Source: an optimization exercise on an open RTL-to-GDS flow (aim: small area). Production flows keep margins and buffers that such runs may drop. At most, simulation tests tie the RTL to the original design; equivalence was not proved. No activity file was given, so power comes from the tool's default toggle rates.

## top
module top (
    input wire clk,
    input wire reset,
    input wire run_enable,
    input wire reg_write_enable,
    input wire [1:0] reg_write_addr,
    input wire [3:0] reg_write_data,
    input wire instr_write_enable,
    input wire [3:0] instr_write_addr,
    input wire [15:0] instr_write_data,
    output reg [3:0] pc,
    output wire [15:0] instruction,
    output wire [3:0] result,
    output wire zero,
    output wire negative,
    output wire carry,
    output wire overflow
);
Size: roughly 930 cells after synthesis, roughly 290 flip-flops, roughly 11000 sq um of cells after synthesis.
Settings: LEC_CHECK=0, CAP_MARGIN=20, CORE_MARGIN=2, CORE_UTILIZATION=65, SLEW_MARGIN=20, SYNTH_HIERARCHICAL=1; clock period 8.5 ns.
standard.sh (not shown) runs the stock make flow with config.mk's settings and CLKGATE_MAP_FILE= SYNTH_SCRIPT=/design/flow/synth_recipe.tcl, a recipe that flattens the netlist after the stock synthesis.
==> flow/flow/run.sh <==
#!/bin/bash
# The standard layout (standard.sh: the standard flow's synthesis and ORFS flow) with
# changes that only affect sizing and buffering:
#  - every port gets the smallest buffer (buf_1) rather than the default pick;
#  - after floorplan, synthesis buffers are removed and logic cells are set to
#    their smallest drive strength (flow/downsize.tcl); the resizer buffers and
#    upsizes where needed later on;
#  - the clock tree uses larger sink clusters of clkbuf_16 leaf buffers and no
#    dummy loads.
set -euo pipefail
here=$(pwd)
bash standard.sh \
  "BUFFER_PORTS_ARGS=-buffer_cell sky130_fd_sc_hd__buf_1" \
  "POST_FLOORPLAN_TCL=$here/flow/downsize.tcl" \
  "CTS_ARGS=-sink_clustering_enable -repair_clock_nets -sink_clustering_size 30 -sink_clustering_max_diameter 80 -buf_list sky130_fd_sc_hd__clkbuf_16 -dont_use_dummy_load" \
  finish > "$here/standard_sh.log" 2>&1
==> flow/flow/downsize.tcl <==
# Remove the buffers synthesis inserted; repair_design re-buffers where needed.
remove_buffers
# Run after floorplan (POST_FLOORPLAN_TCL): give every logic cell the smallest
# drive strength of its family. Synthesis sizes cells for loads it can only
# guess; the resizer's repair_design and repair_timing steps that follow in
# placement, CTS and routing upsize or buffer wherever slew, capacitance or
# timing need it.
set n_down 0
foreach inst [get_cells *] {
  set lc [get_lib_cells -of_objects $inst]
  set name [get_name $lc]
  if {![regexp {^(sky130_fd_sc_hd__[a-z0-9]+)_([0-9]+)$} $name -> base size]} { continue }
  set best $name
  set best_area [get_property $lc area]
  foreach cand [get_lib_cells ${base}_*] {
    set cname [get_name $cand]
    if {![regexp "^${base}_\[0-9\]+\$" $cname]} { continue }
    if {[get_property $cand dont_use]} { continue }
    set a [get_property $cand area]
    if {$a < $best_area} { set best $cname; set best_area $a }
  }
  if {$best ne $name} {
    replace_cell $inst $best
    incr n_down
  }
}
puts "downsize.tcl: downsized $n_down cells"
Rerun with:
--- a/flow/flow/run.sh
+++ b/flow/flow/run.sh
@@ -14,3 +14,3 @@
   "POST_FLOORPLAN_TCL=$here/flow/downsize.tcl" \
-  "CTS_ARGS=-sink_clustering_enable -repair_clock_nets -sink_clustering_size 30 -sink_clustering_max_diameter 80 -buf_list sky130_fd_sc_hd__clkbuf_16 -dont_use_dummy_load" \
+  "CTS_ARGS=-sink_clustering_enable -repair_clock_nets -sink_clustering_size 28 -sink_clustering_max_diameter 60 -buf_list sky130_fd_sc_hd__clkbuf_16 -dont_use_dummy_load" \
   finish > "$here/standard_sh.log" 2>&1
- CORE_UTILIZATION: 65 -> 40
Clock power climbs by about 25%. Synthesized area does not change. Setup slack gains 0.15 ns. Global-route usage drops by 12 points. Die area climbs by 60%. Design area climbs by 3.8%. Synthesized cell count stays the same.
Rerun with:
--- a/flow/flow/run.sh
+++ b/flow/flow/run.sh
@@ -14,3 +14,3 @@
   "POST_FLOORPLAN_TCL=$here/flow/downsize.tcl" \
-  "CTS_ARGS=-sink_clustering_enable -repair_clock_nets -sink_clustering_size 28 -sink_clustering_max_diameter 60 -buf_list sky130_fd_sc_hd__clkbuf_16 -dont_use_dummy_load" \
+  "CTS_ARGS=-sink_clustering_enable -repair_clock_nets -sink_clustering_size 30 -sink_clustering_max_diameter 60 -buf_list sky130_fd_sc_hd__clkbuf_16 -dont_use_dummy_load" \
   finish > "$here/standard_sh.log" 2>&1
- CORE_UTILIZATION: 40 -> 65
- PLACE_DENSITY: not set -> 0.75
Flip-flop and latch count is unchanged.
Utilization increases by 26 points.
Die area decreases by well over a third.
Global-route usage goes up by 12 points.
First-iteration DRC count rose by about a fifth.
Wire length falls by a few percent.
Register-to-register slack degrades by 0.06 ns.
Sequential power hardly moves.
Setup slack is worse by 0.042 ns.
No run of this note included a check of the RTL's function; only the layout flow was run.

* * *

The RTL this note starts from:
==> flow/design.v <==
`timescale 1ns / 1ps
module alu (
    input wire [3:0] a,
    input wire [3:0] b,
    input wire [2:0] op,
    output wire [3:0] result,
    output wire zero,
    output wire negative,
    output wire carry,
    output wire overflow
);
    wire sub = op[0];
    wire [3:0] bx = b ^ {4{sub}};
    wire [4:0] c;
    wire [3:0] sum;
    assign c[0] = sub;
    genvar i;
    generate
        for (i = 0; i < 4; i = i + 1) begin : g_add
            assign sum[i] = a[i] ^ bx[i] ^ c[i];
            assign c[i+1] = (a[i] & bx[i]) | (c[i] & (a[i] ^ bx[i]));
        end
    endgenerate
    wire [1:0] s = b[1:0];
    wire s0 = (s == 2'd0), s1 = (s == 2'd1), s2 = (s == 2'd2), s3 = (s == 2'd3);
    wire [3:0] shl = {(s0 & a[3]) | (s1 & a[2]) | (s2 & a[1]) | (s3 & a[0]),
                      (s0 & a[2]) | (s1 & a[1]) | (s2 & a[0]),
                      (s0 & a[1]) | (s1 & a[0]),
                      (s0 & a[0])};
    wire [3:0] shr = {(s0 & a[3]),
                      (s0 & a[2]) | (s1 & a[3]),
                      (s0 & a[1]) | (s1 & a[2]) | (s2 & a[3]),
                      (s0 & a[0]) | (s1 & a[1]) | (s2 & a[2]) | (s3 & a[3])};
    wire shl_out = (s1 & a[3]) | (s2 & a[2]) | (s3 & a[1]);
    wire shr_out = (s1 & a[0]) | (s2 & a[1]) | (s3 & a[2]);
    wire o_arith = ~op[2] & ~op[1];
    wire o_and = (op == 3'b010), o_or = (op == 3'b011), o_xor = (op == 3'b100);
    wire o_sll = (op == 3'b101), o_srl = (op == 3'b110), o_slt = (op == 3'b111);
    assign result = ({4{o_arith}} & sum) | ({4{o_and}} & (a & b)) |
                    ({4{o_or}} & (a | b)) | ({4{o_xor}} & (a ^ b)) |
                    ({4{o_sll}} & shl) | ({4{o_srl}} & shr) |
                    {3'b000, o_slt & ~c[4]};
    assign carry = (o_arith & (c[4] ^ sub)) | (o_sll & shl_out) | (o_srl & shr_out);
    assign overflow = o_arith & (c[3] ^ c[4]);
    assign zero = (result == 4'b0000);
    assign negative = result[3];
endmodule
`timescale 1ns / 1ps
module control_unit (
    input wire [15:0] instruction,
    output wire [2:0] alu_op,
    output wire [1:0] dest_addr,
    output wire [1:0] src_a_addr,
    output wire [1:0] src_b_addr,
    output wire use_immediate,
    output wire [3:0] immediate
);
    assign alu_op = instruction[15:13];
    assign dest_addr = instruction[12:11];
    assign src_a_addr = instruction[10:9];
    assign src_b_addr = instruction[8:7];
    assign use_immediate = instruction[6];
    assign immediate = instruction[3:0];
endmodule
`timescale 1ns / 1ps
module instruction_memory (
    input wire clk,
    input wire reset,
    input wire write_enable,
    input wire [3:0] write_addr,
    input wire [15:0] write_data,
    input wire [3:0] read_addr,
    output wire [15:0] instruction
);
    reg [255:0] words;
    reg [15:0] valid;
    wire [255:0] next_words;
    wire [15:0] we;
    wire [15:0] hold;
    wire [15:0] sel;
    genvar w, b;
    generate
        for (w = 0; w < 16; w = w + 1) begin : g_word
            assign we[w] = write_enable & (write_addr == w);
            assign hold[w] = ~we[w];
            assign sel[w] = valid[w] & (read_addr == w);
            for (b = 0; b < 16; b = b + 1) begin : g_bit
                imem_bit_next u_next (
                    .load(we[w]),
                    .hold(hold[w]),
                    .new_bit(write_data[b]),
                    .old_bit(words[16*w + b]),
                    .next_bit(next_words[16*w + b])
                );
            end
            always @(posedge clk or posedge reset) begin
                if (reset)
                    valid[w] <= 1'b0;
                else if (we[w])
                    valid[w] <= 1'b1;
            end
        end
    endgenerate
    always @(posedge clk) begin
        words <= next_words;
    end
    generate
        for (b = 0; b < 16; b = b + 1) begin : g_read
            wire [5:0] part_n;
            for (w = 0; w < 5; w = w + 1) begin : g_grp
                imem_read3 u_read (
                    .sel0(sel[3*w]),     .bit0(words[16*(3*w) + b]),
                    .sel1(sel[3*w + 1]), .bit1(words[16*(3*w + 1) + b]),
                    .sel2(sel[3*w + 2]), .bit2(words[16*(3*w + 2) + b]),
                    .out_n(part_n[w])
                );
            end
            assign part_n[5] = ~(sel[15] & words[16*15 + b]);
            assign instruction[b] = ~&part_n;
        end
    endgenerate
endmodule
module imem_bit_next (
    input wire load,
    input wire hold,
    input wire new_bit,
    input wire old_bit,
    output wire next_bit
);
    assign next_bit = (load & new_bit) | (hold & old_bit);
endmodule
module imem_read3 (
    input wire sel0,
    input wire bit0,
    input wire sel1,
    input wire bit1,
    input wire sel2,
    input wire bit2,
    output wire out_n
);
    assign out_n = ~((sel0 & bit0) | (sel1 & bit1) | (sel2 & bit2));
endmodule
`timescale 1ns / 1ps
module register_file (
    input wire clk,
    input wire reset,
    input wire write_enable,
    input wire [1:0] write_addr,
    input wire [3:0] write_data,
    input wire [1:0] read_addr_a,
    input wire [1:0] read_addr_b,
    output wire [3:0] reg_a,
    output wire [3:0] reg_b
);
    reg [15:0] registers;
    wire [15:0] next_registers;
    genvar r, b;
    generate
        for (r = 0; r < 4; r = r + 1) begin : g_reg
            wire load = write_enable & (write_addr == r);
            for (b = 0; b < 4; b = b + 1) begin : g_bit
                imem_bit_next u_next (
                    .load(load),
                    .hold(~load),
                    .new_bit(write_data[b]),
                    .old_bit(registers[4*r + b]),
                    .next_bit(next_registers[4*r + b])
                );
            end
        end
    endgenerate
    always @(posedge clk or posedge reset) begin
        if (reset)
            registers <= 16'b0;
        else
            registers <= next_registers;
    end
    assign reg_a = registers[4*read_addr_a +: 4];
    assign reg_b = registers[4*read_addr_b +: 4];
endmodule
`timescale 1ns / 1ps
module top (
    input wire clk,
    input wire reset,
    input wire run_enable,
    input wire reg_write_enable,
    input wire [1:0] reg_write_addr,
    input wire [3:0] reg_write_data,
    input wire instr_write_enable,
    input wire [3:0] instr_write_addr,
    input wire [15:0] instr_write_data,
    output reg [3:0] pc,
    output wire [15:0] instruction,
    output wire [3:0] result,
    output wire zero,
    output wire negative,
    output wire carry,
    output wire overflow
);
    wire [1:0] dest_addr, src_a_addr, src_b_addr;
    wire [2:0] alu_op;
    wire use_immediate;
    wire [3:0] immediate;
    wire [3:0] a, b, alu_b;
    wire cpu_step;
    wire rf_write_enable;
    wire [1:0] rf_write_addr;
    wire [3:0] rf_write_data;
    instruction_memory imem (
        .clk(clk),
        .reset(reset),
        .write_enable(instr_write_enable),
        .write_addr(instr_write_addr),
        .write_data(instr_write_data),
        .read_addr(pc),
        .instruction(instruction)
    );
    control_unit cu (
        .instruction(instruction),
        .alu_op(alu_op),
        .dest_addr(dest_addr),
        .src_a_addr(src_a_addr),
        .src_b_addr(src_b_addr),
        .use_immediate(use_immediate),
        .immediate(immediate)
    );
    assign cpu_step = run_enable & ~reg_write_enable & ~instr_write_enable;
    assign rf_write_enable = reg_write_enable | cpu_step;
    assign rf_write_addr = reg_write_enable ? reg_write_addr : dest_addr;
    assign rf_write_data = reg_write_enable ? reg_write_data : result;
    register_file rf (
        .clk(clk),
        .reset(reset),
        .write_enable(rf_write_enable),
        .write_addr(rf_write_addr),
        .write_data(rf_write_data),
        .read_addr_a(src_a_addr),
        .read_addr_b(src_b_addr),
        .reg_a(a),
        .reg_b(b)
    );
    assign alu_b = use_immediate ? immediate : b;
    alu alu_inst (
        .a(a),
        .b(alu_b),
        .op(alu_op),
        .result(result),
        .zero(zero),
        .negative(negative),
        .carry(carry),
        .overflow(overflow)
    );
    always @(posedge clk or posedge reset) begin
        if (reset) begin
            pc <= 4'b0000;
        end else if (cpu_step) begin
            pc <= pc + 4'b0001;
        end
    end
endmodule
clock: 8.5 ns
lec_check: 0
cap_margin: 5
core_margin: 2
core_utilization: 80
place_density: 0.85
slew_margin: 5
synth_hierarchical: 1
==> flow/flow/run.sh <==
#!/bin/bash
# The standard layout (standard.sh: the standard flow's synthesis and ORFS flow) with
# changes that only affect sizing and buffering:
#  - every port gets the smallest buffer (buf_1) rather than the default pick;
#  - after floorplan, synthesis buffers are removed and logic cells are set to
#    their smallest drive strength (flow/downsize.tcl); the resizer buffers and
#    upsizes where needed later on;
#  - the clock tree uses larger sink clusters of clkbuf_16 leaf buffers and no
#    dummy loads.
set -euo pipefail
here=$(pwd)
bash standard.sh \
  "BUFFER_PORTS_ARGS=-buffer_cell sky130_fd_sc_hd__buf_1" \
  "POST_FLOORPLAN_TCL=$here/flow/downsize.tcl" \
  "CTS_ARGS=-sink_clustering_enable -repair_clock_nets -sink_clustering_size 30 -sink_clustering_max_diameter 80 -buf_list sky130_fd_sc_hd__clkbuf_16 -dont_use_dummy_load" \
  finish > "$here/standard_sh.log" 2>&1
Scripts as last shown in full above: flow/flow/downsize.tcl
Then changed:
- CORE_UTILIZATION: 80 -> 65
- PLACE_DENSITY: 0.85 -> unset
After rerunning: Wire length grows by 4.3%. Cell count grows by 4.0%. Die area grows by 22%. Maximum frequency grows by 0.58%. Synthesized cell count stays the same. Power grows by 1.1%. Cell area grows by 0.69%. Sequential share of layout area shrinks by 0.35 points.

* * *

Another version of the RTL of top (not shown whole).
Size: ~59 I/O pins.
clock: 8.5 ns
lec_check: 0
abc_area: 1
cap_margin: 20
core_margin: 2
core_utilization: 40
cts_buf_list: sky130_fd_sc_hd__clkbuf_2 sky130_fd_sc_hd__clkbuf_4 sky130_fd_sc_hd__clkbuf_8
slew_margin: 20
run.sh (not shown) runs the stock make flow with config.mk's settings and CLKGATE_MAP_FILE= SYNTH_SCRIPT=/design/flow/synth_recipe.tcl, a recipe that flattens the netlist after the stock synthesis.
Stock flow here: none of the scripts above is used.
The starting point ran to the end with no violations.
Change:
- CTS_BUF_LIST: sky130_fd_sc_hd__clkbuf_2 sky130_fd_sc_hd__clkbuf_4 sky130_fd_sc_hd__clkbuf_8 -> not set
After rerunning:
- final area hardly moves
- power increases by 0.46%
- area after synthesis does not change
- routed wire length is lower by 0.97%
- sequential share of layout area hardly moves
- global-route usage falls by 0.30 points
- sequential cell count is unchanged
- non-clock buffer count stays the same
Function was not checked in any run of this note: the RTL went through the layout flow alone.

* * *

top, a different RTL version from the one above (not shown whole).
Size in the first run: ~290 flip-flops, ~0.011 mm2 of cells after synthesis.
export LEC_CHECK = 0
export CAP_MARGIN = 5
export CORE_MARGIN = 2
export CORE_UTILIZATION = 70
export SLEW_MARGIN = 5
export SYNTH_HIERARCHICAL = 1
create_clock -name core_clock -period 8.5 [get_ports {clk}]
standard.sh (not shown) runs the stock make flow with config.mk's settings and CLKGATE_MAP_FILE= SYNTH_SCRIPT=/design/flow/synth_recipe.tcl, a recipe that flattens the netlist after the stock synthesis.
==> flow/flow/run.sh <==
#!/bin/bash
# The standard layout (standard.sh: the standard flow's synthesis and ORFS flow) with
# changes that only affect sizing and buffering:
#  - every port gets the smallest buffer (buf_1) rather than the default pick;
#  - after floorplan, synthesis buffers are removed and logic cells are set to
#    their smallest drive strength (flow/downsize.tcl); the resizer buffers and
#    upsizes where needed later on;
#  - the clock tree uses larger sink clusters of clkbuf_16 leaf buffers and no
#    dummy loads.
set -euo pipefail
here=$(pwd)
bash standard.sh \
  "BUFFER_PORTS_ARGS=-buffer_cell sky130_fd_sc_hd__buf_1" \
  "POST_FLOORPLAN_TCL=$here/flow/downsize.tcl" \
  "CTS_ARGS=-sink_clustering_enable -repair_clock_nets -sink_clustering_size 32 -sink_clustering_max_diameter 100 -buf_list sky130_fd_sc_hd__clkbuf_16 -dont_use_dummy_load" \
  finish > "$here/standard_sh.log" 2>&1
Scripts as last shown in full above: flow/flow/downsize.tcl
The baseline completed with no timing, DRC or antenna violations.
Then changed:
--- a/flow/flow/run.sh
+++ b/flow/flow/run.sh
@@ -14,3 +14,3 @@
   "POST_FLOORPLAN_TCL=$here/flow/downsize.tcl" \
-  "CTS_ARGS=-sink_clustering_enable -repair_clock_nets -sink_clustering_size 32 -sink_clustering_max_diameter 100 -buf_list sky130_fd_sc_hd__clkbuf_16 -dont_use_dummy_load" \
+  "CTS_ARGS=-sink_clustering_enable -repair_clock_nets -sink_clustering_size 28 -sink_clustering_max_diameter 80 -buf_list sky130_fd_sc_hd__clkbuf_16 -dont_use_dummy_load" \
   finish > "$here/standard_sh.log" 2>&1
--- a/flow/config.mk
+++ b/flow/config.mk
@@ -10,2 +10,4 @@
 export CORE_UTILIZATION = 70
+export GPL_ROUTABILITY_DRIVEN = 0
+export GPL_TIMING_DRIVEN = 0
 export SLEW_MARGIN = 5
=> The changed run completed without violations. Non-clock buffer count came out lower by 2. Design area is about the same. Routed wire length came out higher by 1.7%. Die area stays the same.

-- afterwards: timing with drivers on the ports --
No port has a modelled driver above. Below, the same layouts with a new extraction and two added sets of constraints. Step 1 (the two cells are an assumption about what drives the block):
set clk [get_ports {clk}]
set_driving_cell -lib_cell sky130_fd_sc_hd__clkbuf_16 $clk
set_driving_cell -lib_cell sky130_fd_sc_hd__buf_2 [delete_from_list [all_inputs] $clk]
Step 2 moves the port delays by t, midway between the first and last clock arrival at a register: inputs arrive t later, outputs are due t later. That takes back most of the time a late clock gives input paths. a / b / c = ideal ports / drivers / drivers and shift; a / b = the first two.
run | t, ns | slack for setup (ns) | worst setup path after step 2
the first run of note 1 | 0.524 | 0.608 / 0.559 / 1.083 | register to output
the second run of note 1 | 0.548 | 0.755 / 0.706 / 1.255 | register to output
the third run of note 1 | 0.533 | 0.713 / 0.667 / 1.200 | register to output
the first run of note 2 | 0.520 | 0.526 / 0.480 / 1.000 | register to output
the second run of note 2 | 0.530 | 0.572 / 0.524 / 1.054 | register to output
the first run of note 3 | 0.591 | 1.330 / 1.290 / 1.881 | register to output
the second run of note 3 | 0.596 | 1.309 / 1.262 / 1.858 | register to output
the first run of note 4 | 0.502 | 0.996 / 0.950 / 1.452 | register to output
the second run of note 4 | 0.525 | 0.661 / 0.614 / 1.139 | register to output
After both steps every run listed still meets setup and hold.
